From an optimization exercise on the open Yosys and OpenROAD flow, aimed at small area, a short achievable clock period and few clock cycles; shortcuts taken in it are not production practice.
Where RTL was checked, it was by simulation tests only, not by an equivalence proof against the original.
Power and IR drop assume default switching activity.

the reference run:
==> module ATCONV, before the edit <==
module  ATCONV(
	input		clk,
	input		reset,
	output	reg	busy,
	input		ready,
	output reg	[11:0]	iaddr,
	input signed [12:0]	idata,
	output	reg 	cwr,
	output reg	[11:0]	caddr_wr,
	output reg 	[12:0] 	cdata_wr,
	output	reg 	crd,
	output reg	[11:0] 	caddr_rd,
	input 	[12:0] 	cdata_rd,
	output reg 	csel
	);
reg        fin;
reg [3:0]  ph;         
reg [5:0]  B;          
reg        ex;         
reg        dup;        
reg [8:0]  D;          
reg [11:0] Ta, Tb;     
reg [12:0] Va, Vb;     
reg [12:0] Xa, Xb;     
reg        colv;       
reg [10:0] pos;        
reg        ov;         
reg [12:0] RD;         
wire ph0 = ph[0];
wire ph1 = ph[1];
wire ph2 = ph[2];
wire ph3 = ph[3];
wire [5:0] x  = iaddr[5:0];
wire [5:0] n  = {x[0], x[5:1] ^ {5{x[0]}}};
wire       n0 = (x == 6'd0) & ~ex;
wire [5:0] n1 = n + 6'd1;
wire       wrap = (x == 6'd1) & ~dup;
wire [5:0] xn = (ex | wrap) ? 6'd0 : dup ? x : {n1[4:0] ^ {5{n1[5]}}, n1[5]};
wire       dupn = ex | ((x == 6'd62) & ~dup);
wire       cv = !n0 && !((x == 6'd63) && !dup) && !B[5];
wire [5:0] B_n = B + {5'd0, ex};
wire [3:0] q   = B[4:1];
wire       p   = B[0];
wire [3:0] qn  = B_n[4:1];
wire [5:0] rtopn = (qn == 4'd0) ? 6'd0 : {qn - 4'd1, 1'b1, B_n[0]};
wire [5:0] rbot  = (q == 4'd15) ? 6'd63 : {q + 4'd1, 1'b0, p};
wire [4:0]  pq = pos[10:7];
wire        pp = pos[6];
wire [5:0]  o  = pos[5:0];
wire [10:0] pn = pos + 11'd1;
wire [4:0]  co = o[4:0] ^ {5{o[5]}};
wire [4:0]  cn = pn[4:0] ^ {5{pn[5]}};
wire        pool = pp | o[5];
wire [11:0] tw = {3'd0, D};
wire [11:0] t4 = {1'b0, D, 2'b00};
wire [12:0] vw = {3'b111, ~D, 1'b0};
wire [12:0] v8 = {D, 4'b0000};
wire [11:0] Ta_n = (ph1 ? 12'd3 : Ta) + (ph2 ? t4 : tw);
wire [12:0] Va_n = (ph0 ? ~{1'b0, Ta} : Va) + (ph0 ? 13'd0 : ph2 ? v8 : vw);
wire [11:0] Tb_n = (ph2 ? 12'd3 : Tb) + (ph3 ? t4 : tw);
wire [12:0] Vb_n = (ph2 ? ~{1'b0, Tb} : Vb) + (ph3 ? v8 : vw);
wire [12:0] so  = ph0 ? Xa + ~{1'b0, Ta} : Xb + ~{1'b0, Tb};
wire [12:0] l0  = so[12] ? 13'd0 : so;
wire        gt  = RD > cdata_wr;
wire [12:0] mx  = gt ? RD : cdata_wr;
wire [12:0] rr  = (RD[3:0] == 4'd0) ? RD : {RD[12:4] + 9'd1, 4'd0};
wire [12:0] rc  = (cdata_wr[3:0] == 4'd0) ? cdata_wr : {cdata_wr[12:4] + 9'd1, 4'd0};
wire [12:0] mr  = gt ? rr : rc;
wire [12:0] mg  = (pp & o[5]) ? mr : mx;
always @(posedge clk) begin
	D  <= idata[12:4];
	RD <= cdata_rd;
	Ta <= Ta_n;
	Va <= Va_n;
	if (!ph1) begin
		Tb <= Tb_n;
		Vb <= Vb_n;
	end
	if (ph0) Xa <= Va;
	if (ph2) Xb <= Vb;
	cdata_wr <= (ph0 | ph2) ? l0 : mg;
	if (reset) begin
		busy <= 1'b0;
		fin <= 1'b0;
		ph <= 4'b0001;
		B <= 6'd0;
		ex <= 1'b0;
		dup <= 1'b1;
		iaddr <= 12'd0;
		colv <= 1'b0;
		ov <= 1'b0;
		pos <= 11'h7ff;
		cwr <= 1'b0;
		crd <= 1'b0;
		csel <= 1'b0;
	end else begin
		if (ready && !fin) busy <= 1'b1;
		ph <= {ph[2:0], ph[3]};
		case (1'b1)
		ph0: begin
			iaddr[11:6] <= {q, 1'b0, p};
			ov <= colv;
			if (colv) pos <= pn;
			cwr <= colv & ~fin;
			csel <= 1'b0;
			caddr_wr <= {pn[10:7], 1'b0, pn[6], cn, pn[5]};
			crd <= colv & ~pn[6] & pn[5];
			caddr_rd <= {pn[10:7], 1'b1, pn[6], cn, 1'b0};
			if (B[5] && n0 && !dup) begin
				busy <= 1'b0;
				fin <= 1'b1;
				cwr <= 1'b0;
				crd <= 1'b0;
			end
		end
		ph1: begin
			iaddr[11:6] <= {q, 1'b1, p};
			cwr <= ov & pool & ~fin;
			csel <= 1'b1;
			caddr_wr <= {2'b00, pq, 1'b0, co};
			crd <= ov & pp;
			caddr_rd <= {2'b00, pq, 1'b1, co};
		end
		ph2: begin
			colv <= cv;
			iaddr[11:6] <= rbot;
			cwr <= ov & ~fin;
			csel <= 1'b0;
			caddr_wr <= {pq, 1'b1, pp, co, o[5]};
			crd <= cv & ~pn[6] & pn[5];
			caddr_rd <= {pn[10:7], 1'b0, pn[6], cn, 1'b0};
		end
		default: begin
			iaddr <= {rtopn, xn};
			ex <= wrap;
			dup <= dupn;
			B <= B_n;
			cwr <= ov & pool & ~fin;
			csel <= 1'b1;
			caddr_wr <= {2'b00, pq, 1'b1, co};
			crd <= cv & pn[6];
			caddr_rd <= {2'b00, pn[10:7], 1'b0, cn};
		end
		endcase
	end
end
endmodule
==> flow/config.mk <==
export PLATFORM = sky130hd
export DESIGN_NAME = ATCONV
export DESIGN_NICKNAME = ATCONV
export VERILOG_FILES = /design/flow/design.v
export SDC_FILE = /design/flow/constraint.sdc
export NUM_CORES = 4
export LEC_CHECK = 0
export ABC_CLOCK_PERIOD_IN_PS = 2500
export CAP_MARGIN = 20
export CORE_MARGIN = 2
export CORE_UTILIZATION = 40
export SETUP_SLACK_MARGIN = 5
export SLEW_MARGIN = 20
==> flow/constraint.sdc <==
create_clock -name core_clock -period 8.0 [get_ports {clk}]
set_input_delay 1.6000 -clock core_clock [delete_from_list [all_inputs] [get_ports {clk}]]
set_output_delay 1.6000 -clock core_clock [all_outputs]
set_load 0.01 [all_outputs]
run.sh (not shown) runs the stock make flow with config.mk's settings and CLKGATE_MAP_FILE= SYNTH_SCRIPT=/design/flow/synth_recipe.tcl, a recipe that flattens the netlist after the stock synthesis.
Testbench counts of the reference run, summed over its fixed seeds: cycles 102,972.
Input changes introduced in the trial run (baseline for comparison: the reference run):
==> flow/design.v, changed modules only <==
module  ATCONV(
	input		clk,
	input		reset,
	output	reg	busy,
	input		ready,
	output reg	[11:0]	iaddr,
	input signed [12:0]	idata,
	output	reg 	cwr,
	output reg	[11:0]	caddr_wr,
	output reg 	[12:0] 	cdata_wr,
	output	reg 	crd,
	output reg	[11:0] 	caddr_rd,
	input 	[12:0] 	cdata_rd,
	output reg 	csel
	);
reg        fin;
reg [1:0]  ph;         
reg [5:0]  B;          
reg        ex;         
reg        dup;        
reg [8:0]  D;          
reg [11:0] Ta, Tb;     
reg [12:0] Va, Vb;     
reg [12:0] Xa, Xb;     
reg        colv;       
reg [10:0] pos;        
reg        ov;         
reg [12:0] RD;         
wire ph0 = (ph == 2'd0);
wire ph1 = (ph == 2'd1);
wire ph2 = (ph == 2'd2);
wire ph3 = (ph == 2'd3);
wire [5:0] x  = iaddr[5:0];
wire [5:0] n  = {x[0], x[5:1] ^ {5{x[0]}}};
wire       n0 = (x == 6'd0) & ~ex;
wire [5:0] n1 = n + 6'd1;
wire       wrap = (x == 6'd1) & ~dup;
wire [5:0] xn = (ex | wrap) ? 6'd0 : dup ? x : {n1[4:0] ^ {5{n1[5]}}, n1[5]};
wire       dupn = ex | ((x == 6'd62) & ~dup);
wire       cv = !n0 && !((x == 6'd63) && !dup) && !B[5];
wire [5:0] B_n = B + {5'd0, ex};
wire [3:0] q   = B[4:1];
wire       p   = B[0];
wire [3:0] qn  = B_n[4:1];
wire [5:0] rtopn = (qn == 4'd0) ? 6'd0 : {qn - 4'd1, 1'b1, B_n[0]};
wire [5:0] rbot  = (q == 4'd15) ? 6'd63 : {q + 4'd1, 1'b0, p};
wire [4:0]  pq = pos[10:7];
wire        pp = pos[6];
wire [5:0]  o  = pos[5:0];
wire [10:0] pn = pos + 11'd1;
wire [4:0]  co = o[4:0] ^ {5{o[5]}};
wire [4:0]  cn = pn[4:0] ^ {5{pn[5]}};
wire        pool = pp | o[5];
wire [11:0] tw = {3'd0, D};
wire [11:0] t4 = {1'b0, D, 2'b00};
wire [12:0] vw = {3'b111, ~D, 1'b0};
wire [12:0] v8 = {D, 4'b0000};
wire [11:0] Ta_n = (ph1 ? 12'd3 : Ta) + (ph2 ? t4 : tw);
wire [12:0] Va_n = (ph1 ? ~{1'b0, Ta} : Va) + (ph2 ? v8 : vw);
wire [11:0] Tb_n = (ph2 ? 12'd3 : Tb) + (ph3 ? t4 : tw);
wire [12:0] Vb_n = (ph2 ? ~{1'b0, Tb} : Vb) + (ph3 ? v8 : vw);
wire [12:0] so  = ph0 ? Xa + ~{1'b0, Ta} : Xb + ~{1'b0, Tb};
wire [12:0] l0  = so[12] ? 13'd0 : so;
wire        gt  = RD > cdata_wr;
wire [12:0] mx  = gt ? RD : cdata_wr;
wire [12:0] rr  = (RD[3:0] == 4'd0) ? RD : {RD[12:4] + 9'd1, 4'd0};
wire [12:0] rc  = (cdata_wr[3:0] == 4'd0) ? cdata_wr : {cdata_wr[12:4] + 9'd1, 4'd0};
wire [12:0] mr  = gt ? rr : rc;
wire [12:0] mg  = (pp & o[5]) ? mr : mx;
always @(posedge clk) begin
	D  <= idata[12:4];
	RD <= cdata_rd;
	if (!ph0) Ta <= Ta_n;
	Va <= Va_n;
	if (!ph1) begin
		Tb <= Tb_n;
		Vb <= Vb_n;
	end
	if (ph0) Xa <= Va;
	if (ph2) Xb <= Vb;
	if (reset) begin
		busy <= 1'b0;
		fin <= 1'b0;
		ph <= 2'd0;
		B <= 6'd0;
		ex <= 1'b0;
		dup <= 1'b1;
		iaddr <= 12'd0;
		colv <= 1'b0;
		ov <= 1'b0;
		pos <= 11'h7ff;
		cwr <= 1'b0;
		crd <= 1'b0;
		csel <= 1'b0;
	end else if (!fin) begin
		if (ready) busy <= 1'b1;
		ph <= ph + 2'd1;
		case (ph)
		2'd0: begin
			iaddr[11:6] <= {q, 1'b0, p};
			ov <= colv;
			if (colv) begin
				cdata_wr <= l0;
				pos <= pn;
			end
			cwr <= colv;
			csel <= 1'b0;
			caddr_wr <= {pn[10:7], 1'b0, pn[6], cn, pn[5]};
			crd <= colv & ~pn[6] & pn[5];
			caddr_rd <= {pn[10:7], 1'b1, pn[6], cn, 1'b0};
			if (B[5] && n0 && !dup) begin
				busy <= 1'b0;
				fin <= 1'b1;
				cwr <= 1'b0;
				crd <= 1'b0;
			end
		end
		2'd1: begin
			iaddr[11:6] <= {q, 1'b1, p};
			if (ov & pool) cdata_wr <= mg;
			cwr <= ov & pool;
			csel <= 1'b1;
			caddr_wr <= {2'b00, pq, 1'b0, co};
			crd <= ov & pp;
			caddr_rd <= {2'b00, pq, 1'b1, co};
		end
		2'd2: begin
			colv <= cv;
			iaddr[11:6] <= rbot;
			if (ov) cdata_wr <= l0;
			cwr <= ov;
			csel <= 1'b0;
			caddr_wr <= {pq, 1'b1, pp, co, o[5]};
			crd <= cv & ~pn[6] & pn[5];
			caddr_rd <= {pn[10:7], 1'b0, pn[6], cn, 1'b0};
		end
		default: begin
			iaddr <= {rtopn, xn};
			ex <= wrap;
			dup <= dupn;
			B <= B_n;
			if (ov & pool) cdata_wr <= mg;
			cwr <= ov & pool;
			csel <= 1'b1;
			caddr_wr <= {2'b00, pq, 1'b1, co};
			crd <= cv & pn[6];
			caddr_rd <= {2'b00, pn[10:7], 1'b0, cn};
		end
		endcase
	end
end
endmodule
Findings:
In the trial run the share of final layout cell area taken by non-clock buffers turned out 2.4 points higher than in the reference run. [compare] base=the reference run new=the trial run: met2 usage in global routing has decreased, data required time of the worst path grew by 1.79 ns, synthesized net count now sits higher. Compared with the reference run, the trial run shows a number of setup buffers added after CTS that is 18 higher. Delta (the trial run minus the reference run): proportion of power drawn by the clock network went down, part of the cycle the worst path needs shows an increase of 1.7 points, post-synthesis average cell area increased by 0.11 sq um relative to the old numbers, combinational power picked up an extra about 18%. On final hold slack, the reference run beats the trial run.
Function not checked in the trial run: the RTL went through the layout flow alone.

-- static timing again, ports no longer ideal --
In the flow no input, the clock included, has a driving cell. The finished layouts below were timed again as built, in two steps.
Step 1 sets driving cells, clkbuf_16 on the clock port and buf_2 on the other inputs (assumed; they add their load-dependent delay and slew).
Step 2, shift: input delay + t, output delay - t, t = (earliest + latest rising clock arrival at the registers) / 2. This alone moves slack from input paths to output paths.
a / b / c = ideal ports / drivers / drivers and shift; a / b = the first two.
| run | shift t [ns] | setup slack, ns | hold WS [ns] | worst setup path at the end | worst slew at a driven data input, ns |
|---|---|---|---|---|---|
| the reference run | 0.478 | 5.042 / 4.995 / 4.753 | 0.425 / 0.425 / 0.425 | input to register | 0.04 |
| the trial run | 0.480 | 4.909 / 4.909 / 4.747 | 0.421 / 0.421 / 0.421 | input to register | 0.04 |
After both steps every run listed still meets setup and hold. The setup slack of the reference run, which loses most, moves by -0.047 ns with the drivers and by -0.289 ns with both steps.
